Source: an optimization exercise on an open RTL-to-GDS flow (aim: small area). Production flows keep margins and buffers that such runs may drop. Function was checked by simulation only, so behaviour that the tests miss may differ from the original.

===== design/flow/config.mk =====
export PLATFORM = sky130hd
export DESIGN_NAME = FFT_8pt
export DESIGN_NICKNAME = FFT_8pt
export VERILOG_FILES = /design/flow/design.v
export SDC_FILE = /design/flow/constraint.sdc
export NUM_CORES = 4
export LEC_CHECK = 0
export CAP_MARGIN = 10
export CORE_MARGIN = 2
export CORE_UTILIZATION = 50
export PLACE_DENSITY = 0.8
export SLEW_MARGIN = 10
export SYNTH_HIERARCHICAL = 1

===== design/flow/flow/run.sh =====
#!/bin/bash
# Standard layout, with these changes: ports are buffered with the smallest
# buffer; the clock tree uses clkbuf_4 leaves and no dummy loads; buffers
# that synthesis added are removed and its upsized cells set back to drive 1
# after floorplanning (repair_design and repair_timing resize as needed).
set -euo pipefail
export BUFFER_PORTS_ARGS="-buffer_cell sky130_fd_sc_hd__buf_1"
export CTS_ARGS="-sink_clustering_enable -repair_clock_nets -dont_use_dummy_load -sink_clustering_size 9 -sink_clustering_max_diameter 45 -buf_list sky130_fd_sc_hd__clkbuf_4 -root_buf sky130_fd_sc_hd__clkbuf_16"
export REMOVE_ABC_BUFFERS=1
export POST_FLOORPLAN_TCL="$PWD/flow/downsize.tcl"
bash standard.sh > standard.log 2>&1

===== design/flow/flow/downsize.tcl =====
# Set every combinational cell to the smallest-area drive strength of the
# same cell, and let placement's repair_design and repair_timing size back up
# what the layout needs.
set db [ord::get_db]
set block [ord::get_db_block]
set n 0
foreach inst [$block getInsts] {
  set m [$inst getMaster]
  set name [$m getName]
  if {![regexp {^(sky130_fd_sc_hd__[a-z0-9]+)_([0-9]+)$} $name -> base drv]} { continue }
  if {[string match "*__df*" $base] || [string match "*__edf*" $base] \
      || [string match "*clk*" $base] || [string match "*conb*" $base]} { continue }
  set best $m
  set barea [expr {[$m getWidth] * [$m getHeight]}]
  foreach d {0 1 2} {
    set c [$db findMaster ${base}_$d]
    if {$c == "NULL" || $c == ""} { continue }
    set a [expr {[$c getWidth] * [$c getHeight]}]
    if {$a < $barea} { set best $c; set barea $a }
  }
  if {$best != $m} {
    $inst swapMaster $best
    incr n
  }
}
puts "downsize.tcl: $n instances resized"

===== design/flow/design.v =====
`timescale 1ns / 1ps
module FFT_8pt(
    input clk, reset,
    input [11:0] real_in, imag_in,
    input [2:0] addr_real, addr_imag,
    input wr_en_real, wr_en_imag,
    output [23:0] fft_real_out, fft_imag_out
);
    reg [95:0] real_mem, imag_mem;
    reg [2:0] read_addr_real, read_addr_imag;
    integer a;
    always @(posedge clk) begin
        for (a = 0; a < 8; a = a + 1) begin
            if (wr_en_real && addr_real == a) real_mem[a*12 +: 12] <= {~real_in[11], real_in[10:0]};
            if (wr_en_imag && addr_imag == a) imag_mem[a*12 +: 12] <= {~imag_in[11], imag_in[10:0]};
        end
        if (!wr_en_real) read_addr_real <= addr_real;
        if (!wr_en_imag) read_addr_imag <= addr_imag;
    end
    wire [11:0] mr = real_mem[read_addr_real*12 +: 12];
    wire [11:0] mi = imag_mem[read_addr_imag*12 +: 12];
    reg [2:0] k;
    reg run;
    always @(posedge clk or posedge reset) begin
        if (reset) begin
            k <= 3'd0;
            run <= 1'b0;
        end else begin
            k <= k + 3'd1;
            if (k == 3'd7) run <= 1'b1;
        end
    end
    wire sw = k[0] & k[1];
    wire ng = k[2] & ~k[0];
    wire swng = sw | ng;
    wire [11:0] cr, ci;
    genvar gb;
    generate for (gb = 0; gb < 12; gb = gb + 1) begin : rot
        fft_mxn ur(.s(sw), .a(mr[gb]), .b(mi[gb]), .x(ng), .y(cr[gb]));
        fft_mxn ui(.s(sw), .a(mi[gb]), .b(mr[gb]), .x(swng), .y(ci[gb]));
    end endgenerate
    wire ph1 = ~run & ~k[2];         
    wire ph2 = ~run & k[2];          
    wire nph1 = ~ph1, nrun = ~run;
    wire cqr = ph2 & ~k[0];
    wire cqi = ph2 & (~k[0] | k[1]);
    wire cpc = k[0];
    wire ncpc = ~k[0];
    reg [12:0] qrr [0:3];
    reg [12:0] qri [0:3];
    reg [12:1] prr [0:3];
    reg [12:1] pri [0:3];
    wire [12:0] qer, qei;              
    wire [12:1] per, pei;
    integer q;
    always @(posedge clk) begin
        for (q = 0; q < 3; q = q + 1) begin
            qrr[q] <= qrr[q+1];
            qri[q] <= qri[q+1];
            prr[q] <= prr[q+1];
            pri[q] <= pri[q+1];
        end
        qrr[3] <= qer;
        qri[3] <= qei;
        prr[3] <= per;
        pri[3] <= pei;
    end
    wire [12:0] q0r = qrr[0], q0i = qri[0];
    wire [12:1] p0r = prr[0], p0i = pri[0];
    wire c0, c1, c2, c3, c4, c5, c6, c7, c8, c9, c10, c11, c12, c13, c14, c15, c16, c17, c18, c19, c20, c21, c22, c23, c24, c25, c26, c27, c28, c29, c30, c31, c32, c33, c34, c35, c36, c37, c38, c39, c40, c41, c42, c43, c44, c45, c46, c47, c48, c49, c50, c51, c52, c53, c54, c55, c56, c57, c58, c59, c60, c61, c62, c63, c64, c65, c66, c67, c68, c69, c70, c71, c72, c73, c74, c75, c76, c77, c78, c79, c80, c81, c82, c83, c84, c85, c86, c87, c88, c89, c90, c91, c92, c93, c94, c95, c96, c97, c98, c99, c100, c101, c102, c103, c104, c105, c106, c107, c108, c109, c110, c111, c112, c113, c114, c115, c116, c117, c118, c119, c120, c121, c122, c123, c124, c125, c126, c127, c128, c129, c130, c131, c132, c133, c134, c135, c136, c137, c138, c139, c140, c141, c142, c143, c144, c145, c146, c147, c148, c149, c150, c151, c152, c153, c154, c155, c156, c157, c158, c159, c160, c161, c162, c163, c164, c165, c166, c167, c168, c169, c170, c171, c172, c173, c174, c175;
    assign c0 = q0r[0] & nph1;
    assign c1 = q0r[1] & nph1;
    assign c2 = q0r[2] & nph1;
    assign c3 = q0r[3] & nph1;
    assign c4 = q0r[4] & nph1;
    assign c5 = q0r[5] & nph1;
    assign c6 = q0r[6] & nph1;
    assign c7 = q0r[7] & nph1;
    assign c8 = q0r[8] & nph1;
    assign c9 = q0r[9] & nph1;
    assign c10 = q0r[10] & nph1;
    assign c11 = q0r[11] & nph1;
    assign c12 = cr[0] & nrun;
    assign c13 = cr[1] & nrun;
    assign c14 = cr[2] & nrun;
    assign c15 = cr[3] & nrun;
    assign c16 = cr[4] & nrun;
    assign c17 = cr[5] & nrun;
    assign c18 = cr[6] & nrun;
    assign c19 = cr[7] & nrun;
    assign c20 = cr[8] & nrun;
    assign c21 = cr[9] & nrun;
    assign c22 = cr[10] & nrun;
    assign c23 = cr[11] & nrun;
    fft_fa uc24 (.a(c0), .b(c12), .c(cqr), .s(c24), .co(c25));
    fft_fa uc26 (.a(c1), .b(c13), .c(c25), .s(c26), .co(c27));
    fft_fa uc28 (.a(c2), .b(c14), .c(c27), .s(c28), .co(c29));
    fft_fa uc30 (.a(c3), .b(c15), .c(c29), .s(c30), .co(c31));
    fft_fa uc32 (.a(c4), .b(c16), .c(c31), .s(c32), .co(c33));
    fft_fa uc34 (.a(c5), .b(c17), .c(c33), .s(c34), .co(c35));
    fft_fa uc36 (.a(c6), .b(c18), .c(c35), .s(c36), .co(c37));
    fft_fa uc38 (.a(c7), .b(c19), .c(c37), .s(c38), .co(c39));
    fft_fa uc40 (.a(c8), .b(c20), .c(c39), .s(c40), .co(c41));
    fft_fa uc42 (.a(c9), .b(c21), .c(c41), .s(c42), .co(c43));
    fft_fa uc44 (.a(c10), .b(c22), .c(c43), .s(c44), .co(c45));
    fft_fa uc46 (.a(c11), .b(c23), .c(c45), .s(c46), .co(c47));
    assign c48 = q0r[12] & run;
    assign c49 = c48 ^ c47;
    assign c50 = ~q0r[0];
    assign c51 = ~q0r[1];
    assign c52 = ~q0r[2];
    assign c53 = ~q0r[3];
    assign c54 = ~q0r[4];
    assign c55 = ~q0r[5];
    assign c56 = ~q0r[6];
    assign c57 = ~q0r[7];
    assign c58 = ~q0r[8];
    assign c59 = ~q0r[9];
    assign c60 = ~q0r[10];
    assign c61 = ~q0r[11];
    assign c62 = c50 & cr[0];
    assign c63 = c50 | cr[0];
    assign c64 = ncpc & c63;
    assign c65 = c62 | c64;
    fft_fa uc66 (.a(c51), .b(cr[1]), .c(c65), .s(c66), .co(c67));
    fft_fa uc68 (.a(c52), .b(cr[2]), .c(c67), .s(c68), .co(c69));
    fft_fa uc70 (.a(c53), .b(cr[3]), .c(c69), .s(c70), .co(c71));
    fft_fa uc72 (.a(c54), .b(cr[4]), .c(c71), .s(c72), .co(c73));
    fft_fa uc74 (.a(c55), .b(cr[5]), .c(c73), .s(c74), .co(c75));
    fft_fa uc76 (.a(c56), .b(cr[6]), .c(c75), .s(c76), .co(c77));
    fft_fa uc78 (.a(c57), .b(cr[7]), .c(c77), .s(c78), .co(c79));
    fft_fa uc80 (.a(c58), .b(cr[8]), .c(c79), .s(c80), .co(c81));
    fft_fa uc82 (.a(c59), .b(cr[9]), .c(c81), .s(c82), .co(c83));
    fft_fa uc84 (.a(c60), .b(cr[10]), .c(c83), .s(c84), .co(c85));
    fft_fa uc86 (.a(c61), .b(cr[11]), .c(c85), .s(c86), .co(c87));
    assign qer[0] = c24;
    assign qer[1] = c26;
    assign qer[2] = c28;
    assign qer[3] = c30;
    assign qer[4] = c32;
    assign qer[5] = c34;
    assign qer[6] = c36;
    assign qer[7] = c38;
    assign qer[8] = c40;
    assign qer[9] = c42;
    assign qer[10] = c44;
    assign qer[11] = c46;
    assign qer[12] = c49;
    fft_pmx upr1 (.r(run), .p(p0r[1]), .dn(c66), .y(per[1]));
    fft_pmx upr2 (.r(run), .p(p0r[2]), .dn(c68), .y(per[2]));
    fft_pmx upr3 (.r(run), .p(p0r[3]), .dn(c70), .y(per[3]));
    fft_pmx upr4 (.r(run), .p(p0r[4]), .dn(c72), .y(per[4]));
    fft_pmx upr5 (.r(run), .p(p0r[5]), .dn(c74), .y(per[5]));
    fft_pmx upr6 (.r(run), .p(p0r[6]), .dn(c76), .y(per[6]));
    fft_pmx upr7 (.r(run), .p(p0r[7]), .dn(c78), .y(per[7]));
    fft_pmx upr8 (.r(run), .p(p0r[8]), .dn(c80), .y(per[8]));
    fft_pmx upr9 (.r(run), .p(p0r[9]), .dn(c82), .y(per[9]));
    fft_pmx upr10 (.r(run), .p(p0r[10]), .dn(c84), .y(per[10]));
    fft_pmx upr11 (.r(run), .p(p0r[11]), .dn(c86), .y(per[11]));
    fft_pmx upr12 (.r(run), .p(p0r[12]), .dn(c87), .y(per[12]));
    assign c88 = q0i[0] & nph1;
    assign c89 = q0i[1] & nph1;
    assign c90 = q0i[2] & nph1;
    assign c91 = q0i[3] & nph1;
    assign c92 = q0i[4] & nph1;
    assign c93 = q0i[5] & nph1;
    assign c94 = q0i[6] & nph1;
    assign c95 = q0i[7] & nph1;
    assign c96 = q0i[8] & nph1;
    assign c97 = q0i[9] & nph1;
    assign c98 = q0i[10] & nph1;
    assign c99 = q0i[11] & nph1;
    assign c100 = ci[0] & nrun;
    assign c101 = ci[1] & nrun;
    assign c102 = ci[2] & nrun;
    assign c103 = ci[3] & nrun;
    assign c104 = ci[4] & nrun;
    assign c105 = ci[5] & nrun;
    assign c106 = ci[6] & nrun;
    assign c107 = ci[7] & nrun;
    assign c108 = ci[8] & nrun;
    assign c109 = ci[9] & nrun;
    assign c110 = ci[10] & nrun;
    assign c111 = ci[11] & nrun;
    fft_fa uc112 (.a(c88), .b(c100), .c(cqi), .s(c112), .co(c113));
    fft_fa uc114 (.a(c89), .b(c101), .c(c113), .s(c114), .co(c115));
    fft_fa uc116 (.a(c90), .b(c102), .c(c115), .s(c116), .co(c117));
    fft_fa uc118 (.a(c91), .b(c103), .c(c117), .s(c118), .co(c119));
    fft_fa uc120 (.a(c92), .b(c104), .c(c119), .s(c120), .co(c121));
    fft_fa uc122 (.a(c93), .b(c105), .c(c121), .s(c122), .co(c123));
    fft_fa uc124 (.a(c94), .b(c106), .c(c123), .s(c124), .co(c125));
    fft_fa uc126 (.a(c95), .b(c107), .c(c125), .s(c126), .co(c127));
    fft_fa uc128 (.a(c96), .b(c108), .c(c127), .s(c128), .co(c129));
    fft_fa uc130 (.a(c97), .b(c109), .c(c129), .s(c130), .co(c131));
    fft_fa uc132 (.a(c98), .b(c110), .c(c131), .s(c132), .co(c133));
    fft_fa uc134 (.a(c99), .b(c111), .c(c133), .s(c134), .co(c135));
    assign c136 = q0i[12] & run;
    assign c137 = c136 ^ c135;
    assign c138 = ~q0i[0];
    assign c139 = ~q0i[1];
    assign c140 = ~q0i[2];
    assign c141 = ~q0i[3];
    assign c142 = ~q0i[4];
    assign c143 = ~q0i[5];
    assign c144 = ~q0i[6];
    assign c145 = ~q0i[7];
    assign c146 = ~q0i[8];
    assign c147 = ~q0i[9];
    assign c148 = ~q0i[10];
    assign c149 = ~q0i[11];
    assign c150 = c138 & ci[0];
    assign c151 = c138 | ci[0];
    assign c152 = ncpc & c151;
    assign c153 = c150 | c152;
    fft_fa uc154 (.a(c139), .b(ci[1]), .c(c153), .s(c154), .co(c155));
    fft_fa uc156 (.a(c140), .b(ci[2]), .c(c155), .s(c156), .co(c157));
    fft_fa uc158 (.a(c141), .b(ci[3]), .c(c157), .s(c158), .co(c159));
    fft_fa uc160 (.a(c142), .b(ci[4]), .c(c159), .s(c160), .co(c161));
    fft_fa uc162 (.a(c143), .b(ci[5]), .c(c161), .s(c162), .co(c163));
    fft_fa uc164 (.a(c144), .b(ci[6]), .c(c163), .s(c164), .co(c165));
    fft_fa uc166 (.a(c145), .b(ci[7]), .c(c165), .s(c166), .co(c167));
    fft_fa uc168 (.a(c146), .b(ci[8]), .c(c167), .s(c168), .co(c169));
    fft_fa uc170 (.a(c147), .b(ci[9]), .c(c169), .s(c170), .co(c171));
    fft_fa uc172 (.a(c148), .b(ci[10]), .c(c171), .s(c172), .co(c173));
    fft_fa uc174 (.a(c149), .b(ci[11]), .c(c173), .s(c174), .co(c175));
    assign qei[0] = c112;
    assign qei[1] = c114;
    assign qei[2] = c116;
    assign qei[3] = c118;
    assign qei[4] = c120;
    assign qei[5] = c122;
    assign qei[6] = c124;
    assign qei[7] = c126;
    assign qei[8] = c128;
    assign qei[9] = c130;
    assign qei[10] = c132;
    assign qei[11] = c134;
    assign qei[12] = c137;
    fft_pmx upi1 (.r(run), .p(p0i[1]), .dn(c154), .y(pei[1]));
    fft_pmx upi2 (.r(run), .p(p0i[2]), .dn(c156), .y(pei[2]));
    fft_pmx upi3 (.r(run), .p(p0i[3]), .dn(c158), .y(pei[3]));
    fft_pmx upi4 (.r(run), .p(p0i[4]), .dn(c160), .y(pei[4]));
    fft_pmx upi5 (.r(run), .p(p0i[5]), .dn(c162), .y(pei[5]));
    fft_pmx upi6 (.r(run), .p(p0i[6]), .dn(c164), .y(pei[6]));
    fft_pmx upi7 (.r(run), .p(p0i[7]), .dn(c166), .y(pei[7]));
    fft_pmx upi8 (.r(run), .p(p0i[8]), .dn(c168), .y(pei[8]));
    fft_pmx upi9 (.r(run), .p(p0i[9]), .dn(c170), .y(pei[9]));
    fft_pmx upi10 (.r(run), .p(p0i[10]), .dn(c172), .y(pei[10]));
    fft_pmx upi11 (.r(run), .p(p0i[11]), .dn(c174), .y(pei[11]));
    fft_pmx upi12 (.r(run), .p(p0i[12]), .dn(c175), .y(pei[12]));
    wire [2:0] j = k + 3'd1;
    wire [7:0] tab_lp0r = 8'b11110000;
    wire [7:0] tab_lp2r = 8'b00111100;
    wire [7:0] tab_lp0i = 8'b01111000;
    wire [7:0] tab_lp2i = 8'b00011110;
    wire [12:0] br0 = {prr[1], qrr[1][0] ^ tab_lp0r[j]};
    wire [12:0] br2 = {prr[3], qrr[3][0] ^ tab_lp2r[j]};
    wire [12:0] br1 = qrr[2];
    wire [12:0] br3 = qer;
    wire [12:0] bi0 = {pri[1], qri[1][0] ^ tab_lp0i[j]};
    wire [12:0] bi2 = {pri[3], qri[3][0] ^ tab_lp2i[j]};
    wire [12:0] bi1 = qri[2];
    wire [12:0] bi3 = qei;
    wire odd = j[0];
    wire sn = ~j[0] & (j[1] ^ j[2]);
    wire t1 = j[0] & ~j[1];
    wire t3 = j[0] & j[1];
    wire snt1 = (~j[0] & (j[1] ^ j[2])) | (j[0] & ~j[1]);
    wire snt3 = (~j[0] & (j[1] ^ j[2])) | (j[0] & j[1]);
    wire [7:0] tab_cc0r = 8'b11111100;
    wire cc0r = tab_cc0r[j];
    wire [7:0] tab_cc0i = 8'b11111100;
    wire cc0i = tab_cc0i[j];
    wire [7:0] tab_cc1r = 8'b11101110;
    wire cc1r = tab_cc1r[j];
    wire [7:0] tab_cc1i = 8'b01000100;
    wire cc1i = tab_cc1i[j];
    wire [4:0] kc;
    wire [7:0] tab_kc0 = 8'b00100000;
    assign kc[0] = tab_kc0[j];
    wire [7:0] tab_kc1 = 8'b00100100;
    assign kc[1] = tab_kc1[j];
    wire [7:0] tab_kc2 = 8'b10101010;
    assign kc[2] = tab_kc2[j];
    wire [7:0] tab_kc3 = 8'b01010101;
    assign kc[3] = tab_kc3[j];
    wire [7:0] tab_kc4 = 8'b00100110;
    assign kc[4] = tab_kc4[j];
    wire [23:0] yr, yi;
    wire w0, w1, w2, w3, w4, w5, w6, w7, w8, w9, w10, w11, w12, w13, w14, w15, w16, w17, w18, w19, w20, w21, w22, w23, w24, w25, w26, w27, w28, w29, w30, w31, w32, w33, w34, w35, w36, w37, w38, w39, w40, w41, w42, w43, w44, w45, w46, w47, w48, w49, w50, w51, w52, w53, w54, w55, w56, w57, w58, w59, w60, w61, w62, w63, w64, w65, w66, w67, w68, w69, w70, w71, w72, w73, w74, w75, w76, w77, w78, w79, w80, w81, w82, w83, w84, w85, w86, w87, w88, w89, w90, w91, w92, w93, w94, w95, w96, w97, w98, w99, w100, w101, w102, w103, w104, w105, w106, w107, w108, w109, w110, w111, w112, w113, w114, w115, w116, w117, w118, w119, w120, w121, w122, w123, w124, w125, w126, w127, w128, w129, w130, w131, w132, w133, w134, w135, w136, w137, w138, w139, w140, w141, w142, w143, w144, w145, w146, w147, w148, w149, w150, w151, w152, w153, w154, w155, w156, w157, w158, w159, w160, w161, w162, w163, w164, w165, w166, w167, w168, w169, w170, w171, w172, w173, w174, w175, w176, w177, w178, w179, w180, w181, w182, w183, w184, w185, w186, w187, w188, w189, w190, w191, w192, w193, w194, w195, w196, w197, w198, w199, w200, w201, w202, w203, w204, w205, w206, w207, w208, w209, w210, w211, w212, w213, w214, w215, w216, w217, w218, w219, w220, w221, w222, w223, w224, w225, w226, w227, w228, w229, w230, w231, w232, w233, w234, w235, w236, w237, w238, w239, w240, w241, w242, w243, w244, w245, w246, w247, w248, w249, w250, w251, w252, w253, w254, w255, w256, w257, w258, w259, w260, w261, w262, w263, w264, w265, w266, w267, w268, w269, w270, w271, w272, w273, w274, w275, w276, w277, w278, w279, w280, w281, w282, w283, w284, w285, w286, w287, w288, w289, w290, w291, w292, w293, w294, w295, w296, w297, w298, w299, w300, w301, w302, w303, w304, w305, w306, w307, w308, w309, w310, w311, w312, w313, w314, w315, w316, w317, w318, w319, w320, w321, w322, w323, w324, w325, w326, w327, w328, w329, w330, w331, w332, w333, w334, w335, w336, w337, w338, w339, w340, w341, w342, w343, w344, w345, w346, w347, w348, w349, w350, w351, w352, w353, w354, w355, w356, w357, w358, w359, w360, w361, w362, w363, w364, w365, w366, w367, w368, w369, w370, w371, w372, w373, w374, w375, w376, w377, w378, w379, w380, w381, w382, w383, w384, w385, w386, w387, w388, w389, w390, w391, w392, w393, w394, w395, w396, w397, w398, w399, w400, w401, w402, w403, w404, w405, w406, w407, w408, w409, w410, w411, w412, w413, w414, w415, w416, w417, w418, w419, w420, w421, w422, w423, w424, w425, w426, w427, w428, w429, w430, w431, w432, w433, w434, w435, w436, w437, w438, w439, w440, w441, w442, w443, w444, w445, w446, w447, w448, w449, w450, w451, w452, w453, w454, w455, w456, w457, w458, w459, w460, w461, w462, w463, w464, w465, w466, w467, w468, w469, w470, w471, w472, w473, w474, w475, w476, w477, w478, w479, w480, w481, w482, w483, w484, w485, w486, w487, w488, w489, w490, w491, w492, w493, w494, w495, w496, w497, w498, w499, w500, w501, w502, w503, w504, w505, w506, w507, w508, w509, w510, w511, w512, w513, w514, w515, w516, w517, w518, w519, w520, w521, w522, w523, w524, w525, w526, w527, w528, w529, w530, w531, w532, w533, w534, w535, w536, w537, w538, w539, w540, w541, w542, w543, w544, w545, w546, w547, w548, w549, w550, w551, w552, w553, w554, w555, w556, w557, w558, w559, w560, w561, w562, w563, w564, w565, w566, w567, w568, w569, w570, w571, w572, w573, w574, w575, w576, w577, w578, w579, w580, w581, w582, w583, w584, w585, w586, w587, w588, w589, w590, w591, w592, w593, w594, w595, w596, w597, w598, w599, w600, w601, w602, w603, w604, w605, w606, w607, w608;
    fft_fa uw0 (.a(br0[0]), .b(br2[0]), .c(cc0r), .s(w0), .co(w1));
    fft_fa uw2 (.a(br0[1]), .b(br2[1]), .c(w1), .s(w2), .co(w3));
    fft_fa uw4 (.a(br0[2]), .b(br2[2]), .c(w3), .s(w4), .co(w5));
    fft_fa uw6 (.a(br0[3]), .b(br2[3]), .c(w5), .s(w6), .co(w7));
    fft_fa uw8 (.a(br0[4]), .b(br2[4]), .c(w7), .s(w8), .co(w9));
    fft_fa uw10 (.a(br0[5]), .b(br2[5]), .c(w9), .s(w10), .co(w11));
    fft_fa uw12 (.a(br0[6]), .b(br2[6]), .c(w11), .s(w12), .co(w13));
    fft_fa uw14 (.a(br0[7]), .b(br2[7]), .c(w13), .s(w14), .co(w15));
    fft_fa uw16 (.a(br0[8]), .b(br2[8]), .c(w15), .s(w16), .co(w17));
    fft_fa uw18 (.a(br0[9]), .b(br2[9]), .c(w17), .s(w18), .co(w19));
    fft_fa uw20 (.a(br0[10]), .b(br2[10]), .c(w19), .s(w20), .co(w21));
    fft_fa uw22 (.a(br0[11]), .b(br2[11]), .c(w21), .s(w22), .co(w23));
    fft_fa uw24 (.a(br0[12]), .b(br2[12]), .c(w23), .s(w24), .co(w25));
    fft_fa uw26 (.a(bi0[0]), .b(bi2[0]), .c(cc0i), .s(w26), .co(w27));
    fft_fa uw28 (.a(bi0[1]), .b(bi2[1]), .c(w27), .s(w28), .co(w29));
    fft_fa uw30 (.a(bi0[2]), .b(bi2[2]), .c(w29), .s(w30), .co(w31));
    fft_fa uw32 (.a(bi0[3]), .b(bi2[3]), .c(w31), .s(w32), .co(w33));
    fft_fa uw34 (.a(bi0[4]), .b(bi2[4]), .c(w33), .s(w34), .co(w35));
    fft_fa uw36 (.a(bi0[5]), .b(bi2[5]), .c(w35), .s(w36), .co(w37));
    fft_fa uw38 (.a(bi0[6]), .b(bi2[6]), .c(w37), .s(w38), .co(w39));
    fft_fa uw40 (.a(bi0[7]), .b(bi2[7]), .c(w39), .s(w40), .co(w41));
    fft_fa uw42 (.a(bi0[8]), .b(bi2[8]), .c(w41), .s(w42), .co(w43));
    fft_fa uw44 (.a(bi0[9]), .b(bi2[9]), .c(w43), .s(w44), .co(w45));
    fft_fa uw46 (.a(bi0[10]), .b(bi2[10]), .c(w45), .s(w46), .co(w47));
    fft_fa uw48 (.a(bi0[11]), .b(bi2[11]), .c(w47), .s(w48), .co(w49));
    fft_fa uw50 (.a(bi0[12]), .b(bi2[12]), .c(w49), .s(w50), .co(w51));
    assign w52 = ~bi3[0];
    assign w53 = ~bi3[1];
    assign w54 = ~bi3[2];
    assign w55 = ~bi3[3];
    assign w56 = ~bi3[4];
    assign w57 = ~bi3[5];
    assign w58 = ~bi3[6];
    assign w59 = ~bi3[7];
    assign w60 = ~bi3[8];
    assign w61 = ~bi3[9];
    assign w62 = ~bi3[10];
    assign w63 = ~bi3[11];
    assign w64 = ~bi3[12];
    fft_fa uw65 (.a(br1[0]), .b(w52), .c(cc1r), .s(w65), .co(w66));
    fft_fa uw67 (.a(br1[1]), .b(w53), .c(w66), .s(w67), .co(w68));
    fft_fa uw69 (.a(br1[2]), .b(w54), .c(w68), .s(w69), .co(w70));
    fft_fa uw71 (.a(br1[3]), .b(w55), .c(w70), .s(w71), .co(w72));
    fft_fa uw73 (.a(br1[4]), .b(w56), .c(w72), .s(w73), .co(w74));
    fft_fa uw75 (.a(br1[5]), .b(w57), .c(w74), .s(w75), .co(w76));
    fft_fa uw77 (.a(br1[6]), .b(w58), .c(w76), .s(w77), .co(w78));
    fft_fa uw79 (.a(br1[7]), .b(w59), .c(w78), .s(w79), .co(w80));
    fft_fa uw81 (.a(br1[8]), .b(w60), .c(w80), .s(w81), .co(w82));
    fft_fa uw83 (.a(br1[9]), .b(w61), .c(w82), .s(w83), .co(w84));
    fft_fa uw85 (.a(br1[10]), .b(w62), .c(w84), .s(w85), .co(w86));
    fft_fa uw87 (.a(br1[11]), .b(w63), .c(w86), .s(w87), .co(w88));
    fft_fa uw89 (.a(br1[12]), .b(w64), .c(w88), .s(w89), .co(w90));
    fft_fa uw91 (.a(bi1[0]), .b(br3[0]), .c(cc1i), .s(w91), .co(w92));
    fft_fa uw93 (.a(bi1[1]), .b(br3[1]), .c(w92), .s(w93), .co(w94));
    fft_fa uw95 (.a(bi1[2]), .b(br3[2]), .c(w94), .s(w95), .co(w96));
    fft_fa uw97 (.a(bi1[3]), .b(br3[3]), .c(w96), .s(w97), .co(w98));
    fft_fa uw99 (.a(bi1[4]), .b(br3[4]), .c(w98), .s(w99), .co(w100));
    fft_fa uw101 (.a(bi1[5]), .b(br3[5]), .c(w100), .s(w101), .co(w102));
    fft_fa uw103 (.a(bi1[6]), .b(br3[6]), .c(w102), .s(w103), .co(w104));
    fft_fa uw105 (.a(bi1[7]), .b(br3[7]), .c(w104), .s(w105), .co(w106));
    fft_fa uw107 (.a(bi1[8]), .b(br3[8]), .c(w106), .s(w107), .co(w108));
    fft_fa uw109 (.a(bi1[9]), .b(br3[9]), .c(w108), .s(w109), .co(w110));
    fft_fa uw111 (.a(bi1[10]), .b(br3[10]), .c(w110), .s(w111), .co(w112));
    fft_fa uw113 (.a(bi1[11]), .b(br3[11]), .c(w112), .s(w113), .co(w114));
    fft_fa uw115 (.a(bi1[12]), .b(br3[12]), .c(w114), .s(w115), .co(w116));
    fft_mxn uw117 (.s(t1), .a(w65), .b(w91), .x(sn), .y(w117));
    fft_mxn uw118 (.s(t1), .a(w67), .b(w93), .x(sn), .y(w118));
    fft_mxn uw119 (.s(t1), .a(w69), .b(w95), .x(sn), .y(w119));
    fft_mxn uw120 (.s(t1), .a(w71), .b(w97), .x(sn), .y(w120));
    fft_mxn uw121 (.s(t1), .a(w73), .b(w99), .x(sn), .y(w121));
    fft_mxn uw122 (.s(t1), .a(w75), .b(w101), .x(sn), .y(w122));
    fft_mxn uw123 (.s(t1), .a(w77), .b(w103), .x(sn), .y(w123));
    fft_mxn uw124 (.s(t1), .a(w79), .b(w105), .x(sn), .y(w124));
    fft_mxn uw125 (.s(t1), .a(w81), .b(w107), .x(sn), .y(w125));
    fft_mxn uw126 (.s(t1), .a(w83), .b(w109), .x(sn), .y(w126));
    fft_mxn uw127 (.s(t1), .a(w85), .b(w111), .x(sn), .y(w127));
    fft_mxn uw128 (.s(t1), .a(w87), .b(w113), .x(sn), .y(w128));
    fft_mxn uw129 (.s(t1), .a(w89), .b(w115), .x(sn), .y(w129));
    fft_mxn uw130 (.s(t1), .a(w90), .b(w116), .x(sn), .y(w130));
    fft_mxn uw131 (.s(t1), .a(w91), .b(w65), .x(snt1), .y(w131));
    fft_mxn uw132 (.s(t1), .a(w93), .b(w67), .x(snt1), .y(w132));
    fft_mxn uw133 (.s(t1), .a(w95), .b(w69), .x(snt1), .y(w133));
    fft_mxn uw134 (.s(t1), .a(w97), .b(w71), .x(snt1), .y(w134));
    fft_mxn uw135 (.s(t1), .a(w99), .b(w73), .x(snt1), .y(w135));
    fft_mxn uw136 (.s(t1), .a(w101), .b(w75), .x(snt1), .y(w136));
    fft_mxn uw137 (.s(t1), .a(w103), .b(w77), .x(snt1), .y(w137));
    fft_mxn uw138 (.s(t1), .a(w105), .b(w79), .x(snt1), .y(w138));
    fft_mxn uw139 (.s(t1), .a(w107), .b(w81), .x(snt1), .y(w139));
    fft_mxn uw140 (.s(t1), .a(w109), .b(w83), .x(snt1), .y(w140));
    fft_mxn uw141 (.s(t1), .a(w111), .b(w85), .x(snt1), .y(w141));
    fft_mxn uw142 (.s(t1), .a(w113), .b(w87), .x(snt1), .y(w142));
    fft_mxn uw143 (.s(t1), .a(w115), .b(w89), .x(snt1), .y(w143));
    fft_mxn uw144 (.s(t1), .a(w116), .b(w90), .x(snt1), .y(w144));
    assign w145 = w0 ^ sn;
    assign w146 = w2 ^ sn;
    assign w147 = w4 ^ sn;
    assign w148 = w6 ^ sn;
    assign w149 = w8 ^ sn;
    assign w150 = w10 ^ sn;
    assign w151 = w12 ^ sn;
    assign w152 = w14 ^ sn;
    assign w153 = w16 ^ sn;
    assign w154 = w18 ^ sn;
    assign w155 = w20 ^ sn;
    assign w156 = w22 ^ sn;
    assign w157 = w24 ^ sn;
    assign w158 = w25 ^ sn;
    fft_axr uw159 (.a(w26), .g(odd), .x(t3), .y(w159));
    fft_axr uw160 (.a(w28), .g(odd), .x(t3), .y(w160));
    fft_axr uw161 (.a(w30), .g(odd), .x(t3), .y(w161));
    fft_axr uw162 (.a(w32), .g(odd), .x(t3), .y(w162));
    fft_axr uw163 (.a(w34), .g(odd), .x(t3), .y(w163));
    fft_axr uw164 (.a(w36), .g(odd), .x(t3), .y(w164));
    fft_axr uw165 (.a(w38), .g(odd), .x(t3), .y(w165));
    fft_axr uw166 (.a(w40), .g(odd), .x(t3), .y(w166));
    fft_axr uw167 (.a(w42), .g(odd), .x(t3), .y(w167));
    fft_axr uw168 (.a(w44), .g(odd), .x(t3), .y(w168));
    fft_axr uw169 (.a(w46), .g(odd), .x(t3), .y(w169));
    fft_axr uw170 (.a(w48), .g(odd), .x(t3), .y(w170));
    fft_axr uw171 (.a(w50), .g(odd), .x(t3), .y(w171));
    fft_axr uw172 (.a(w51), .g(odd), .x(t3), .y(w172));
    fft_fa uw173 (.a(w145), .b(w159), .c(snt3), .s(w173), .co(w174));
    fft_fa uw175 (.a(w146), .b(w160), .c(w174), .s(w175), .co(w176));
    fft_fa uw177 (.a(w147), .b(w161), .c(w176), .s(w177), .co(w178));
    fft_fa uw179 (.a(w148), .b(w162), .c(w178), .s(w179), .co(w180));
    fft_fa uw181 (.a(w149), .b(w163), .c(w180), .s(w181), .co(w182));
    fft_fa uw183 (.a(w150), .b(w164), .c(w182), .s(w183), .co(w184));
    fft_fa uw185 (.a(w151), .b(w165), .c(w184), .s(w185), .co(w186));
    fft_fa uw187 (.a(w152), .b(w166), .c(w186), .s(w187), .co(w188));
    fft_fa uw189 (.a(w153), .b(w167), .c(w188), .s(w189), .co(w190));
    fft_fa uw191 (.a(w154), .b(w168), .c(w190), .s(w191), .co(w192));
    fft_fa uw193 (.a(w155), .b(w169), .c(w192), .s(w193), .co(w194));
    fft_fa uw195 (.a(w156), .b(w170), .c(w194), .s(w195), .co(w196));
    fft_fa uw197 (.a(w157), .b(w171), .c(w196), .s(w197), .co(w198));
    fft_fa uw199 (.a(w158), .b(w172), .c(w198), .s(w199), .co(w200));
    assign w201 = w26 ^ sn;
    assign w202 = w28 ^ sn;
    assign w203 = w30 ^ sn;
    assign w204 = w32 ^ sn;
    assign w205 = w34 ^ sn;
    assign w206 = w36 ^ sn;
    assign w207 = w38 ^ sn;
    assign w208 = w40 ^ sn;
    assign w209 = w42 ^ sn;
    assign w210 = w44 ^ sn;
    assign w211 = w46 ^ sn;
    assign w212 = w48 ^ sn;
    assign w213 = w50 ^ sn;
    assign w214 = w51 ^ sn;
    fft_axr uw215 (.a(w0), .g(odd), .x(t1), .y(w215));
    fft_axr uw216 (.a(w2), .g(odd), .x(t1), .y(w216));
    fft_axr uw217 (.a(w4), .g(odd), .x(t1), .y(w217));
    fft_axr uw218 (.a(w6), .g(odd), .x(t1), .y(w218));
    fft_axr uw219 (.a(w8), .g(odd), .x(t1), .y(w219));
    fft_axr uw220 (.a(w10), .g(odd), .x(t1), .y(w220));
    fft_axr uw221 (.a(w12), .g(odd), .x(t1), .y(w221));
    fft_axr uw222 (.a(w14), .g(odd), .x(t1), .y(w222));
    fft_axr uw223 (.a(w16), .g(odd), .x(t1), .y(w223));
    fft_axr uw224 (.a(w18), .g(odd), .x(t1), .y(w224));
    fft_axr uw225 (.a(w20), .g(odd), .x(t1), .y(w225));
    fft_axr uw226 (.a(w22), .g(odd), .x(t1), .y(w226));
    fft_axr uw227 (.a(w24), .g(odd), .x(t1), .y(w227));
    fft_axr uw228 (.a(w25), .g(odd), .x(t1), .y(w228));
    fft_fa uw229 (.a(w201), .b(w215), .c(snt1), .s(w229), .co(w230));
    fft_fa uw231 (.a(w202), .b(w216), .c(w230), .s(w231), .co(w232));
    fft_fa uw233 (.a(w203), .b(w217), .c(w232), .s(w233), .co(w234));
    fft_fa uw235 (.a(w204), .b(w218), .c(w234), .s(w235), .co(w236));
    fft_fa uw237 (.a(w205), .b(w219), .c(w236), .s(w237), .co(w238));
    fft_fa uw239 (.a(w206), .b(w220), .c(w238), .s(w239), .co(w240));
    fft_fa uw241 (.a(w207), .b(w221), .c(w240), .s(w241), .co(w242));
    fft_fa uw243 (.a(w208), .b(w222), .c(w242), .s(w243), .co(w244));
    fft_fa uw245 (.a(w209), .b(w223), .c(w244), .s(w245), .co(w246));
    fft_fa uw247 (.a(w210), .b(w224), .c(w246), .s(w247), .co(w248));
    fft_fa uw249 (.a(w211), .b(w225), .c(w248), .s(w249), .co(w250));
    fft_fa uw251 (.a(w212), .b(w226), .c(w250), .s(w251), .co(w252));
    fft_fa uw253 (.a(w213), .b(w227), .c(w252), .s(w253), .co(w254));
    fft_fa uw255 (.a(w214), .b(w228), .c(w254), .s(w255), .co(w256));
    assign w257 = w173 & odd;
    assign w258 = w175 & odd;
    assign w259 = w177 & odd;
    assign w260 = w179 & odd;
    assign w261 = w181 & odd;
    assign w262 = w183 & odd;
    assign w263 = w185 & odd;
    assign w264 = w187 & odd;
    assign w265 = w189 & odd;
    assign w266 = w191 & odd;
    assign w267 = w193 & odd;
    assign w268 = w195 & odd;
    assign w269 = w197 & odd;
    assign w270 = w199 & odd;
    assign w271 = w200 & odd;
    fft_ha uw272 (.a(w259), .b(w257), .s(w272), .co(w273));
    fft_fa uw274 (.a(w260), .b(w258), .c(w273), .s(w274), .co(w275));
    fft_fa uw276 (.a(w261), .b(w259), .c(w275), .s(w276), .co(w277));
    fft_fa uw278 (.a(w262), .b(w260), .c(w277), .s(w278), .co(w279));
    fft_fa uw280 (.a(w263), .b(w261), .c(w279), .s(w280), .co(w281));
    fft_fa uw282 (.a(w264), .b(w262), .c(w281), .s(w282), .co(w283));
    fft_fa uw284 (.a(w265), .b(w263), .c(w283), .s(w284), .co(w285));
    fft_fa uw286 (.a(w266), .b(w264), .c(w285), .s(w286), .co(w287));
    fft_fa uw288 (.a(w267), .b(w265), .c(w287), .s(w288), .co(w289));
    fft_fa uw290 (.a(w268), .b(w266), .c(w289), .s(w290), .co(w291));
    fft_fa uw292 (.a(w269), .b(w267), .c(w291), .s(w292), .co(w293));
    fft_fa uw294 (.a(w270), .b(w268), .c(w293), .s(w294), .co(w295));
    fft_fa uw296 (.a(w271), .b(w269), .c(w295), .s(w296), .co(w297));
    fft_ha uw298 (.a(w270), .b(w297), .s(w298), .co(w299));
    fft_ha uw300 (.a(w271), .b(w299), .s(w300), .co(w301));
    assign w302 = ~w257;
    assign w303 = ~w258;
    assign w304 = ~w272;
    assign w305 = ~w274;
    assign w306 = ~w276;
    assign w307 = ~w278;
    assign w308 = ~w280;
    assign w309 = ~w282;
    assign w310 = ~w284;
    assign w311 = ~w286;
    assign w312 = ~w288;
    assign w313 = ~w290;
    assign w314 = ~w292;
    assign w315 = ~w294;
    assign w316 = ~w296;
    assign w317 = ~w298;
    assign w318 = ~w300;
    assign w319 = ~w301;
    assign w320 = ~(w276 ^ w302);
    assign w321 = w276 | w302;
    fft_fa uw322 (.a(w278), .b(w303), .c(kc[0]), .s(w322), .co(w323));
    fft_fa uw324 (.a(w280), .b(w304), .c(kc[0]), .s(w324), .co(w325));
    fft_fa uw326 (.a(w282), .b(w305), .c(w325), .s(w326), .co(w327));
    fft_fa uw328 (.a(w117), .b(w173), .c(w284), .s(w328), .co(w329));
    fft_fa uw330 (.a(w306), .b(kc[1]), .c(w327), .s(w330), .co(w331));
    fft_fa uw332 (.a(w118), .b(w175), .c(w286), .s(w332), .co(w333));
    fft_fa uw334 (.a(w307), .b(w329), .c(w331), .s(w334), .co(w335));
    fft_fa uw336 (.a(w119), .b(w177), .c(w288), .s(w336), .co(w337));
    fft_fa uw338 (.a(w308), .b(w333), .c(w335), .s(w338), .co(w339));
    fft_fa uw340 (.a(w120), .b(w179), .c(w290), .s(w340), .co(w341));
    fft_fa uw342 (.a(w309), .b(w337), .c(w339), .s(w342), .co(w343));
    fft_fa uw344 (.a(w121), .b(w181), .c(w292), .s(w344), .co(w345));
    fft_fa uw346 (.a(w310), .b(w341), .c(w343), .s(w346), .co(w347));
    fft_fa uw348 (.a(w122), .b(w183), .c(w294), .s(w348), .co(w349));
    fft_fa uw350 (.a(w311), .b(w345), .c(w347), .s(w350), .co(w351));
    fft_fa uw352 (.a(w123), .b(w185), .c(w296), .s(w352), .co(w353));
    fft_fa uw354 (.a(w312), .b(kc[2]), .c(w349), .s(w354), .co(w355));
    fft_fa uw356 (.a(w351), .b(w352), .c(w354), .s(w356), .co(w357));
    fft_fa uw358 (.a(w124), .b(w187), .c(w298), .s(w358), .co(w359));
    fft_fa uw360 (.a(w313), .b(kc[2]), .c(w353), .s(w360), .co(w361));
    fft_fa uw362 (.a(w355), .b(w357), .c(w358), .s(w362), .co(w363));
    fft_fa uw364 (.a(w125), .b(w189), .c(w300), .s(w364), .co(w365));
    fft_fa uw366 (.a(w314), .b(w359), .c(w361), .s(w366), .co(w367));
    fft_fa uw368 (.a(w363), .b(w364), .c(w366), .s(w368), .co(w369));
    fft_fa uw370 (.a(w126), .b(w191), .c(w301), .s(w370), .co(w371));
    fft_fa uw372 (.a(w315), .b(kc[2]), .c(w365), .s(w372), .co(w373));
    fft_fa uw374 (.a(w367), .b(w369), .c(w370), .s(w374), .co(w375));
    fft_fa uw376 (.a(w127), .b(w193), .c(w316), .s(w376), .co(w377));
    fft_fa uw378 (.a(w371), .b(w373), .c(w375), .s(w378), .co(w379));
    fft_fa uw380 (.a(w128), .b(w195), .c(w317), .s(w380), .co(w381));
    fft_fa uw382 (.a(w377), .b(w379), .c(w380), .s(w382), .co(w383));
    fft_fa uw384 (.a(w129), .b(w197), .c(w318), .s(w384), .co(w385));
    fft_fa uw386 (.a(kc[2]), .b(w381), .c(w383), .s(w386), .co(w387));
    fft_fa uw388 (.a(w130), .b(w199), .c(w319), .s(w388), .co(w389));
    fft_fa uw390 (.a(kc[2]), .b(w385), .c(w387), .s(w390), .co(w391));
    fft_fa uw392 (.a(w200), .b(kc[2]), .c(w389), .s(w392), .co(w393));
    fft_ha uw394 (.a(w258), .b(kc[0]), .s(w394), .co(w395));
    fft_ha uw396 (.a(w272), .b(w395), .s(w396), .co(w397));
    fft_fa uw398 (.a(w274), .b(kc[0]), .c(w397), .s(w398), .co(w399));
    fft_ha uw400 (.a(w320), .b(w399), .s(w400), .co(w401));
    fft_fa uw402 (.a(w321), .b(w322), .c(w401), .s(w402), .co(w403));
    fft_fa uw404 (.a(w323), .b(w324), .c(w403), .s(w404), .co(w405));
    fft_ha uw406 (.a(w326), .b(w405), .s(w406), .co(w407));
    fft_fa uw408 (.a(w328), .b(w330), .c(w407), .s(w408), .co(w409));
    fft_fa uw410 (.a(w332), .b(w334), .c(w409), .s(w410), .co(w411));
    fft_fa uw412 (.a(w336), .b(w338), .c(w411), .s(w412), .co(w413));
    fft_fa uw414 (.a(w340), .b(w342), .c(w413), .s(w414), .co(w415));
    fft_fa uw416 (.a(w344), .b(w346), .c(w415), .s(w416), .co(w417));
    fft_fa uw418 (.a(w348), .b(w350), .c(w417), .s(w418), .co(w419));
    fft_ha uw420 (.a(w356), .b(w419), .s(w420), .co(w421));
    fft_fa uw422 (.a(w360), .b(w362), .c(w421), .s(w422), .co(w423));
    fft_ha uw424 (.a(w368), .b(w423), .s(w424), .co(w425));
    fft_fa uw426 (.a(w372), .b(w374), .c(w425), .s(w426), .co(w427));
    fft_fa uw428 (.a(w376), .b(w378), .c(w427), .s(w428), .co(w429));
    fft_ha uw430 (.a(w382), .b(w429), .s(w430), .co(w431));
    fft_fa uw432 (.a(w384), .b(w386), .c(w431), .s(w432), .co(w433));
    fft_fa uw434 (.a(w388), .b(w390), .c(w433), .s(w434), .co(w435));
    fft_fa uw436 (.a(w391), .b(w392), .c(w435), .s(w436), .co(w437));
    fft_fa uw438 (.a(kc[3]), .b(w393), .c(w437), .s(w438), .co(w439));
    assign w440 = w229 & odd;
    assign w441 = w231 & odd;
    assign w442 = w233 & odd;
    assign w443 = w235 & odd;
    assign w444 = w237 & odd;
    assign w445 = w239 & odd;
    assign w446 = w241 & odd;
    assign w447 = w243 & odd;
    assign w448 = w245 & odd;
    assign w449 = w247 & odd;
    assign w450 = w249 & odd;
    assign w451 = w251 & odd;
    assign w452 = w253 & odd;
    assign w453 = w255 & odd;
    assign w454 = w256 & odd;
    fft_ha uw455 (.a(w442), .b(w440), .s(w455), .co(w456));
    fft_fa uw457 (.a(w443), .b(w441), .c(w456), .s(w457), .co(w458));
    fft_fa uw459 (.a(w444), .b(w442), .c(w458), .s(w459), .co(w460));
    fft_fa uw461 (.a(w445), .b(w443), .c(w460), .s(w461), .co(w462));
    fft_fa uw463 (.a(w446), .b(w444), .c(w462), .s(w463), .co(w464));
    fft_fa uw465 (.a(w447), .b(w445), .c(w464), .s(w465), .co(w466));
    fft_fa uw467 (.a(w448), .b(w446), .c(w466), .s(w467), .co(w468));
    fft_fa uw469 (.a(w449), .b(w447), .c(w468), .s(w469), .co(w470));
    fft_fa uw471 (.a(w450), .b(w448), .c(w470), .s(w471), .co(w472));
    fft_fa uw473 (.a(w451), .b(w449), .c(w472), .s(w473), .co(w474));
    fft_fa uw475 (.a(w452), .b(w450), .c(w474), .s(w475), .co(w476));
    fft_fa uw477 (.a(w453), .b(w451), .c(w476), .s(w477), .co(w478));
    fft_fa uw479 (.a(w454), .b(w452), .c(w478), .s(w479), .co(w480));
    fft_ha uw481 (.a(w453), .b(w480), .s(w481), .co(w482));
    fft_ha uw483 (.a(w454), .b(w482), .s(w483), .co(w484));
    assign w485 = ~w440;
    assign w486 = ~w441;
    assign w487 = ~w455;
    assign w488 = ~w457;
    assign w489 = ~w459;
    assign w490 = ~w461;
    assign w491 = ~w463;
    assign w492 = ~w465;
    assign w493 = ~w467;
    assign w494 = ~w469;
    assign w495 = ~w471;
    assign w496 = ~w473;
    assign w497 = ~w475;
    assign w498 = ~w477;
    assign w499 = ~w479;
    assign w500 = ~w481;
    assign w501 = ~w483;
    assign w502 = ~w484;
    assign w503 = ~(w459 ^ w485);
    assign w504 = w459 | w485;
    fft_fa uw505 (.a(w461), .b(w486), .c(w504), .s(w505), .co(w506));
    fft_fa uw507 (.a(w463), .b(w487), .c(w506), .s(w507), .co(w508));
    fft_fa uw509 (.a(w465), .b(w488), .c(w508), .s(w509), .co(w510));
    fft_fa uw511 (.a(w131), .b(w229), .c(w467), .s(w511), .co(w512));
    fft_fa uw513 (.a(w489), .b(kc[4]), .c(w510), .s(w513), .co(w514));
    fft_fa uw515 (.a(w132), .b(w231), .c(w469), .s(w515), .co(w516));
    fft_fa uw517 (.a(w490), .b(w512), .c(w514), .s(w517), .co(w518));
    fft_fa uw519 (.a(w133), .b(w233), .c(w471), .s(w519), .co(w520));
    fft_fa uw521 (.a(w491), .b(w516), .c(w518), .s(w521), .co(w522));
    fft_fa uw523 (.a(w134), .b(w235), .c(w473), .s(w523), .co(w524));
    fft_fa uw525 (.a(w492), .b(w520), .c(w522), .s(w525), .co(w526));
    fft_fa uw527 (.a(w135), .b(w237), .c(w475), .s(w527), .co(w528));
    fft_fa uw529 (.a(w493), .b(w524), .c(w526), .s(w529), .co(w530));
    fft_fa uw531 (.a(w136), .b(w239), .c(w477), .s(w531), .co(w532));
    fft_fa uw533 (.a(w494), .b(w528), .c(w530), .s(w533), .co(w534));
    fft_fa uw535 (.a(w137), .b(w241), .c(w479), .s(w535), .co(w536));
    fft_fa uw537 (.a(w495), .b(kc[2]), .c(w532), .s(w537), .co(w538));
    fft_fa uw539 (.a(w534), .b(w535), .c(w537), .s(w539), .co(w540));
    fft_fa uw541 (.a(w138), .b(w243), .c(w481), .s(w541), .co(w542));
    fft_fa uw543 (.a(w496), .b(kc[2]), .c(w536), .s(w543), .co(w544));
    fft_fa uw545 (.a(w538), .b(w540), .c(w541), .s(w545), .co(w546));
    fft_fa uw547 (.a(w139), .b(w245), .c(w483), .s(w547), .co(w548));
    fft_fa uw549 (.a(w497), .b(w542), .c(w544), .s(w549), .co(w550));
    fft_fa uw551 (.a(w546), .b(w547), .c(w549), .s(w551), .co(w552));
    fft_fa uw553 (.a(w140), .b(w247), .c(w484), .s(w553), .co(w554));
    fft_fa uw555 (.a(w498), .b(kc[2]), .c(w548), .s(w555), .co(w556));
    fft_fa uw557 (.a(w550), .b(w552), .c(w553), .s(w557), .co(w558));
    fft_fa uw559 (.a(w141), .b(w249), .c(w499), .s(w559), .co(w560));
    fft_fa uw561 (.a(w554), .b(w556), .c(w558), .s(w561), .co(w562));
    fft_fa uw563 (.a(w142), .b(w251), .c(w500), .s(w563), .co(w564));
    fft_fa uw565 (.a(w560), .b(w562), .c(w563), .s(w565), .co(w566));
    fft_fa uw567 (.a(w143), .b(w253), .c(w501), .s(w567), .co(w568));
    fft_fa uw569 (.a(kc[2]), .b(w564), .c(w566), .s(w569), .co(w570));
    fft_fa uw571 (.a(w144), .b(w255), .c(w502), .s(w571), .co(w572));
    fft_fa uw573 (.a(kc[2]), .b(w568), .c(w570), .s(w573), .co(w574));
    fft_fa uw575 (.a(w256), .b(kc[2]), .c(w572), .s(w575), .co(w576));
    fft_ha uw577 (.a(w511), .b(w513), .s(w577), .co(w578));
    fft_fa uw579 (.a(w515), .b(w517), .c(w578), .s(w579), .co(w580));
    fft_fa uw581 (.a(w519), .b(w521), .c(w580), .s(w581), .co(w582));
    fft_fa uw583 (.a(w523), .b(w525), .c(w582), .s(w583), .co(w584));
    fft_fa uw585 (.a(w527), .b(w529), .c(w584), .s(w585), .co(w586));
    fft_fa uw587 (.a(w531), .b(w533), .c(w586), .s(w587), .co(w588));
    fft_ha uw589 (.a(w539), .b(w588), .s(w589), .co(w590));
    fft_fa uw591 (.a(w543), .b(w545), .c(w590), .s(w591), .co(w592));
    fft_ha uw593 (.a(w551), .b(w592), .s(w593), .co(w594));
    fft_fa uw595 (.a(w555), .b(w557), .c(w594), .s(w595), .co(w596));
    fft_fa uw597 (.a(w559), .b(w561), .c(w596), .s(w597), .co(w598));
    fft_ha uw599 (.a(w565), .b(w598), .s(w599), .co(w600));
    fft_fa uw601 (.a(w567), .b(w569), .c(w600), .s(w601), .co(w602));
    fft_fa uw603 (.a(w571), .b(w573), .c(w602), .s(w603), .co(w604));
    fft_fa uw605 (.a(w574), .b(w575), .c(w604), .s(w605), .co(w606));
    fft_fa uw607 (.a(kc[3]), .b(w576), .c(w606), .s(w607), .co(w608));
    assign yr[0] = w257;
    assign yr[1] = w394;
    assign yr[2] = w396;
    assign yr[3] = w398;
    assign yr[4] = w400;
    assign yr[5] = w402;
    assign yr[6] = w404;
    assign yr[7] = w406;
    assign yr[8] = w408;
    assign yr[9] = w410;
    assign yr[10] = w412;
    assign yr[11] = w414;
    assign yr[12] = w416;
    assign yr[13] = w418;
    assign yr[14] = w420;
    assign yr[15] = w422;
    assign yr[16] = w424;
    assign yr[17] = w426;
    assign yr[18] = w428;
    assign yr[19] = w430;
    assign yr[20] = w432;
    assign yr[21] = w434;
    assign yr[22] = w436;
    assign yr[23] = w438;
    assign yi[0] = w440;
    assign yi[1] = w441;
    assign yi[2] = w455;
    assign yi[3] = w457;
    assign yi[4] = w503;
    assign yi[5] = w505;
    assign yi[6] = w507;
    assign yi[7] = w509;
    assign yi[8] = w577;
    assign yi[9] = w579;
    assign yi[10] = w581;
    assign yi[11] = w583;
    assign yi[12] = w585;
    assign yi[13] = w587;
    assign yi[14] = w589;
    assign yi[15] = w591;
    assign yi[16] = w593;
    assign yi[17] = w595;
    assign yi[18] = w597;
    assign yi[19] = w599;
    assign yi[20] = w601;
    assign yi[21] = w603;
    assign yi[22] = w605;
    assign yi[23] = w607;
    reg [23:0] out_r, out_i;
    always @(posedge clk) begin
        out_r <= yr;
        out_i <= yi;
    end
    assign fft_real_out = out_r;
    assign fft_imag_out = out_i;
endmodule
module fft_fa(input a, b, c, output s, co);
    assign s = a ^ b ^ c;
    assign co = (a & b) | (a & c) | (b & c);
endmodule
module fft_mxn(input s, a, b, x, output y);
    assign y = (s ? b : a) ^ x;
endmodule
module fft_pmx(input r, p, dn, output y);
    assign y = ~(r ? p : dn);
endmodule
module fft_axr(input a, g, x, output y);
    assign y = (a & g) ^ x;
endmodule
module fft_ha(input a, b, output s, co);
    assign s = a ^ b;
    assign co = a & b;
endmodule

===== design/flow/standard.sh =====
#!/bin/bash
# synth_recipe.tcl (not shown) runs the flow's synth.tcl, then flattens the netlist and writes it again
# the make line also repeats each setting of config.mk as NAME=value (left out here)
make -C /OpenROAD-flow-scripts/flow DESIGN_CONFIG=/design/flow/config.mk WORK_HOME=/design/flow/orfs CLKGATE_MAP_FILE= SYNTH_SCRIPT=/design/flow/synth_recipe.tcl "${@:-finish}"

===== design/flow/constraint.sdc =====
create_clock -name core_clock -period 16.0 [get_ports {clk}]
set_input_delay 3.2000 -clock core_clock [delete_from_list [all_inputs] [get_ports {clk}]]
set_output_delay 3.2000 -clock core_clock [all_outputs]
set_load 0.01 [all_outputs]

==> key figures, run 1 <==
Die
  • Die H: 208 um
  • Row count: 74
  • # IOs: 82
  • Starting Density: 0.509
  • DIE WIDTH: 208 um
  • Core ar.: 41000 um^2
  • Total die area: 43400 um^2

Timing
  • Pins Over Slew Limit: 0
  • Tcrit/Tclk final: 0.943
  • # setup viols final: 0
  • Unrepaired setup endpoints after global routing: no
  • Relative slew slack: 0.362
  • FMAX: 0.0663 GHz
  • Hold Vio Cnt, Final: 0
  • Minimum clock period: 15.08 ns
  • Final Skew: 0.0654 ns
  • TNS Setup: 0 ns
  • Worst-margin pin slew: 0.956 ns

Detailed routing
  • Antenna viol nets, final: 0
  • Initial drt markers: 465
  • Routed vias/inst: 5.05
  • DRT Pass-1 Iters: 4
  • Via Count: 9771
  • WL per Instance: 19.2 um
  • # DRC: 0
  • Routed WL: 37100 um

Setup path
  • Critical path type: flip-flop to flip-flop
  • Top delay family on crit path: adder cells
  • CP max stage delay: 0.55 ns
  • Startpoint class of the critical path: flip-flop
  • Crit path required time: 16.42 ns
  • CP bufs+invs: 3
  • Crit path max-delay cell type: fa_1
  • Worst setup EP type: flip-flop
  • CP max FO: 43
  • Cell repeated most along the worst path: fa_1
  • Critical path arrival: 15.51 ns

Layout
  • Commonest cells after routing, fill and taps aside: fa_1 (250), dfxtp_1 (248), edfxtp_1 (198)
  • Share of cells above drive strength 1: 0.118
  • Synthesis-to-layout area growth: 6.76%
  • Final instance area: 22300 um^2
  • Ant diodes: 0
  • Final nets: 1715
  • Commonest non-fill, non-tap cell in the layout: fa_1
  • Area of the multi-input gates: 9230 um^2
  • Storage cell area: 11000 um^2
  • Filler Cells Inserted: 3235

Place
  • Area post-placement: 21800 um^2
  • DP HPWL: 27600 um
  • PortBufs: 81
  • Final GP Congestion: 0.817

Synthesis
  • Ys Warns: 11
  • Most used DFF post-synth: dfxtp_1
  • Post-synth EDFFs: 198
  • Async set-reset flop share out of synthesis: 0.00889
  • Synth top area cells: edfxtp_1 (28%), fa_1 (24%), dfxtp_1 (24%), mux4_1 (5.4%), xnor2_1 (4.7%)
  • Post-Syn Instances: 1258
  • Distinct cells, synth: 25
  • Seq cells post-synth: 450
  • Yosys top cell by area: edfxtp_1
  • Avg Cell Area, Syn: 16.6 um^2
  • Fraction of the yosys area taken by sequential cells: 0.527
  • Synth top area share: 0.285
  • Post-synthesis cell area: 20900 um^2

CTS
  • Reg clk slew, reported paths: 0.10 ns
  • H-tree levels: 2
  • CTS Buf Count: 59
  • Clock sink count: 450
  • Setup bufs post-CTS: 0
  • Post_cts resized: 0
  • Clk root buf: clkbuf_16
  • CTS tree: yes
  • Max clock buf depth: 3
  • CTS Hold Bufs: 0
  • Skew-Pair Late Insertion Delay: 0.54 ns

Global route
  • Largest net degree at the start of global routing: 55
  • GRT overflow: 0
  • Global Route Usage Sum: 0.178
  • First-pass GRT wire length: 59700 um
  • Vias in the first global route: 11000
  • Initial antenna violation count: 0

Run
  • Max cap viols: 0

Hold path
  • Hold Path Class: flip-flop to flip-flop

Run status
  • Status: no timing/DRC/antenna violations
==> metal layers <==
| layer | share of wire | GRT usage | up-vias |
|---|---|---|---|
| met3 | 0.040 | 0.0346 | 47 |
| met2 | 0.49 | 0.294 | 185 |
| li1 | - | - | 4451 |
| met4 | 0.017 | 0.0427 | 0 |
| met1 | 0.45 | 0.245 | 5088 |
| met5 | 0 | 0 | - |
==> worst reg2reg max path, delay by kind of cell (launching register included) <==
kind,cells,cell delay [ns]
adders and majority gates,30,12.72
buffers and inverters,3,0.97
DFF,1,0.47
and+or+nand+nor,3,0.36
xor gates and xnor gates,2,0.28
AOI/OAI and AO/OA,1,0.16
==> cell families (layout without fill, tap and decap cells) <==
group,after synthesis,in the layout,share of synthesized area
buffers and inverters,115,258,0.0232
AOI/OAI and AO/OA,3,3,0.000719
and+or+nand+nor,148,148,0.0347
adders and majority gates,280,280,0.257
muxes,148,148,0.109
xor gates and xnor gates,114,114,0.0478
DFF,450,450,0.527
==> registers in the layout, indices dropped and copies added (netlist names) <==
register        count
qrr                52
qri                52
k                   3
out_r              24
read_addr_real      3
read_addr_imag      3
prr                48
real_mem           96
run                 1
imag_mem           96
out_i              24
pri                48
==> synthesized netlist by cell type (all sizes together), types with 2 or more instances <==
cell,n
mux2i,76
edfxtp,198
buf,13
nand2,40
nor2,39
mux4,48
nor2b,53
fa,250
clkbuf,13
mux2,24
nor3,4
maj3,2
nand2b,10
xor2,2
ha,28
xnor2,112
dfxtp,248
inv,89
a21oi,2
dfrtp,4
==> per-module statistics from Yosys (local to each module, per instance) <==
module   times used  flip-flops and latches
fft_fa          250                       0
fft_mxn          52                       0
FFT_8pt           1                     450
fft_ha           17                       0
fft_pmx          24                       0
fft_axr          28                       0
==> per-stage QoR <==
stage	hold slack, ns	std cells	util	setup slack (ns)
after floorplan	0.310	1232	-	0.441
after detailed placement	0.312	1874	0.531	0.826
after CTS	0.296	1933	0.544	0.823
after global placement	0.310	1874	0.531	1.08
after global routing	0.295	1933	0.544	0.378
final	0.292	1933	0.544	0.916
==> final timing paths <==
path | cells after the start | end | start | slack [ns]
max reg2reg | 39 | out_r[23] | k[0] | 0.92
max | 39 | out_r[23] | k[0] | 0.92
min in group asynchronous | 2 | k[0] | reset | 2.55
min reg2reg | 0 | qrr[2][10] | qrr[3][10] | 0.29
max in group asynchronous | 2 | run | reset | 13.26
min | 0 | qrr[2][10] | qrr[3][10] | 0.29
==> area by class of cell <==
class | instances | area share
clock buffer | 59 | 0.0238
inverter | 89 | 0.0150
multi-input combinational | 693 | 0.414
sequential | 450 | 0.494
tap | 532 | 0.0299
timing repair buffer | 110 | 0.0234
==> inputs of run 2 (changes only) <==
--- a/design/flow/flow/run.sh
+++ b/design/flow/flow/run.sh
@@ -6,5 +6,5 @@
 set -euo pipefail
 export BUFFER_PORTS_ARGS="-buffer_cell sky130_fd_sc_hd__buf_1"
-export CTS_ARGS="-sink_clustering_enable -repair_clock_nets -dont_use_dummy_load -sink_clustering_size 9 -sink_clustering_max_diameter 45 -buf_list sky130_fd_sc_hd__clkbuf_4 -root_buf sky130_fd_sc_hd__clkbuf_16"
+export CTS_ARGS="-sink_clustering_enable -repair_clock_nets -dont_use_dummy_load -sink_clustering_size 10 -sink_clustering_max_diameter 50 -buf_list sky130_fd_sc_hd__clkbuf_4 -root_buf sky130_fd_sc_hd__clkbuf_16"
 export REMOVE_ABC_BUFFERS=1
 export POST_FLOORPLAN_TCL="$PWD/flow/downsize.tcl"
--- a/design/flow/config.mk
+++ b/design/flow/config.mk
@@ -8,6 +8,5 @@
 export CAP_MARGIN = 10
 export CORE_MARGIN = 2
-export CORE_UTILIZATION = 50
-export PLACE_DENSITY = 0.8
+export CORE_UTILIZATION = 65
 export SLEW_MARGIN = 10
 export SYNTH_HIERARCHICAL = 1
==> key figures, run 2 <==
Setup path
  • R2R Path End: out_r[23] (unchanged)
  • Top delay family on crit path: adder cells (unchanged)
  • Reg2reg setup slack: 1.03 ns (was 0.92 ns)
  • CP max stage delay: 0.58 ns (was 0.55 ns)
  • CP bufs+invs: 2 (was 3)
  • Critical path type: flip-flop to flip-flop (unchanged)
  • Crit path max-delay cell type: fa_1 (unchanged)
  • R2r startpoint: k[0] (unchanged)
  • Startpoint class of the critical path: flip-flop (unchanged)
  • Critical path arrival: 15.38 ns (was 15.51 ns)
  • R2R cell count: 38 (was 39)
  • CP max FO: 49 (was 43)

Global route
  • First-pass GRT wire length: 58700 um (was 59700 um)
  • Global Route Usage Sum: 0.234 (was 0.178)
  • Initial antenna violation count: 0 (unchanged)

Layout
  • Ant diodes: 0 (unchanged)
  • Synthesis-to-layout area growth: 5.66% (was 6.76%)
  • Largest regs: imag_mem: 96 flops, real_mem: 96 flops (unchanged)
  • Final nets: 1706 (was 1715)
  • Final instance area: 22100 um^2 (was 22300 um^2)
  • Commonest cells after routing, fill and taps aside: fa_1 (250), dfxtp_1 (248), edfxtp_1 (198) (unchanged)
  • Share of cells above drive strength 1: 0.112 (was 0.118)

Die
  • DIE WIDTH: 183 um (was 208 um)
  • Starting Density: 0.660 (was 0.509)
  • # IOs: 82 (unchanged)

Hold path
  • Hold_sp: prr[2][1] (was qrr[3][10])
  • Worst Hold End: prr[1][1] (was qrr[2][10])
  • Hold Path Class: flip-flop to flip-flop (unchanged)

Synthesis
  • Ys Warns: 11 (unchanged)
  • Multiplexer area fraction after synthesis: 0.109 (unchanged)
  • Distinct cells, synth: 25 (unchanged)
  • Avg Cell Area, Syn: 16.6 um^2 (unchanged)
  • Most common cell in the synthesized netlist: fa_1 (unchanged)
  • Yosys top cell by area: edfxtp_1 (unchanged)
  • Fraction of the yosys area taken by sequential cells: 0.527 (unchanged)
  • Main combinational cell family by area after synthesis: adder cells (unchanged)
  • Post-Syn Instances: 1258 (unchanged)
  • Post-synth EDFFs: 198 (unchanged)
  • Synth top area cells: edfxtp_1 (28%), fa_1 (24%), dfxtp_1 (24%), mux4_1 (5.4%), xnor2_1 (4.7%) (unchanged)
  • Seq cells post-synth: 450 (unchanged)

Timing
  • Worst-margin pin slew: 1.05 ns (was 0.956 ns)
  • FMAX: 0.0668 GHz (was 0.0663 GHz)
  • Tcrit/Tclk final: 0.936 (was 0.943)
  • TNS Setup: 0 ns (unchanged)
  • # setup viols final: 0 (unchanged)
  • Final Skew: 0.0842 ns (was 0.0654 ns)
  • Hold Vio Cnt, Final: 0 (unchanged)
  • Relative slew slack: 0.297 (was 0.362)
  • Minimum clock period: 14.97 ns (was 15.08 ns)

Place
  • Area post-placement: 21600 um^2 (was 21800 um^2)
  • Inst Count DP: 1743 (was 1874)

CTS
  • Skew-Pair Late Insertion Delay: 0.55 ns (was 0.54 ns)
  • Post_cts resized: 0 (unchanged)
  • H-tree levels: 2 (unchanged)
  • Clock sink count: 450 (unchanged)
  • Reg clk slew, reported paths: 0.11 ns (was 0.10 ns)
  • Max clock buf depth: 3 (unchanged)
  • Clk root buf: clkbuf_16 (unchanged)

Detailed routing
  • Routed vias/inst: 5.40 (was 5.05)
  • Routed WL: 36600 um (was 37100 um)
  • Antenna viol nets, final: 0 (unchanged)
  • Via Count: 9679 (was 9771)
  • DRT Pass-1 Iters: 7 (was 4)
  • # DRC: 0 (unchanged)
  • WL per Instance: 20.4 um (was 19.2 um)

Run
  • Max cap viols: 0 (unchanged)

Run status
  • Status: no timing/DRC/antenna violations (unchanged)
-- run 2: per-stage QoR --
stage	setup slack [ns]	hold WS (ns)
detailed placement	0.901	0.312
finish	1.03	0.325
global route	0.508	0.321
CTS	0.915	0.324
floorplan	0.441	0.310
global placement	1.08	0.310
-- run 2: cells by family after synthesis --
kind of cell             after synthesis
flip-flops                           450
adder cells (fa/ha/maj)              280
multiplexers                         148
AND/OR/NAND/NOR                      148
buffers and inverters                115
XOR/XNOR                             114
AO/OA/AOI/OAI                          3
-- run 2: layout make-up --
cell class	instances	area [um^2]	share of cell area
repair buffers	109	514	0.0233
flip-flops and latches	450	11000	0.499
inverters	89	334	0.0151
clock buffers	51	470	0.0213
well taps	402	503	0.0228
multi-input cells	693	9230	0.418
-- run 2: per-layer routing --
metal	routed length, um	up-vias	GRT usage
met4	977	0	0.0726
met5	0	-	0
met1	15700	4935	0.313
met2	18500	217	0.399
met3	1510	74	0.0369
li1	-	4453	-
-- run 2: how the worst max path moves through the flow --
stage	from	end	cells past startpoint
2_1_floorplan	k[0]	out_i[23]	32
6_report	k[0]	out_r[23]	38
5_1_grt	k[0]	out_r[23]	38
3_5_place_dp	k[0]	out_r[23]	38
4_1_cts	k[0]	out_r[23]	38
3_3_place_gp	k[0]	out_r[23]	38
-- run 2: worst register-to-register path, delay by kind of cell (launching register included) --
family / cells / cell delay, ns
AO/OA/AOI/OAI: 1 / 0.16
XOR/XNOR: 2 / 0.31
adder cells (fa/ha/maj): 30 / 12.92
AND/OR/NAND/NOR: 3 / 0.38
flip-flops: 1 / 0.48
buffers and inverters: 2 / 0.63
-- run 2: modules after synthesis, one instance, submodules excluded --
module,flops+latches,cells
FFT_8pt,450,807
fft_ha,0,1
fft_fa,0,1
fft_mxn,0,2
fft_pmx,0,1
fft_axr,0,2

## port drivers added, routing unchanged
In the flow no input, the clock included, has a driving cell. The finished layouts below were timed again as built, in two steps. Step 1 assumes that a clkbuf_16 drives the clock port and a buf_2 every other input. Step 2, shift: input delay + t, output delay - t, t = (earliest + latest rising clock arrival at the registers) / 2. This alone moves slack from input paths to output paths. Slacks: ideal / step 1 / step 2; pairs: ideal / step 1.
run	t, ns	setup slack, ns	worst setup path after step 2	latest minus earliest clock arrival (ns)	worst register clock-pin slew, ns
run 1	0.559	0.916 / 0.916 / 0.916	register to register	0.065 / 0.066	0.11 / 0.11
run 2	0.565	1.028 / 1.028 / 1.028	register to register	0.084 / 0.084	0.12 / 0.12
After both steps every run listed still meets setup and hold.
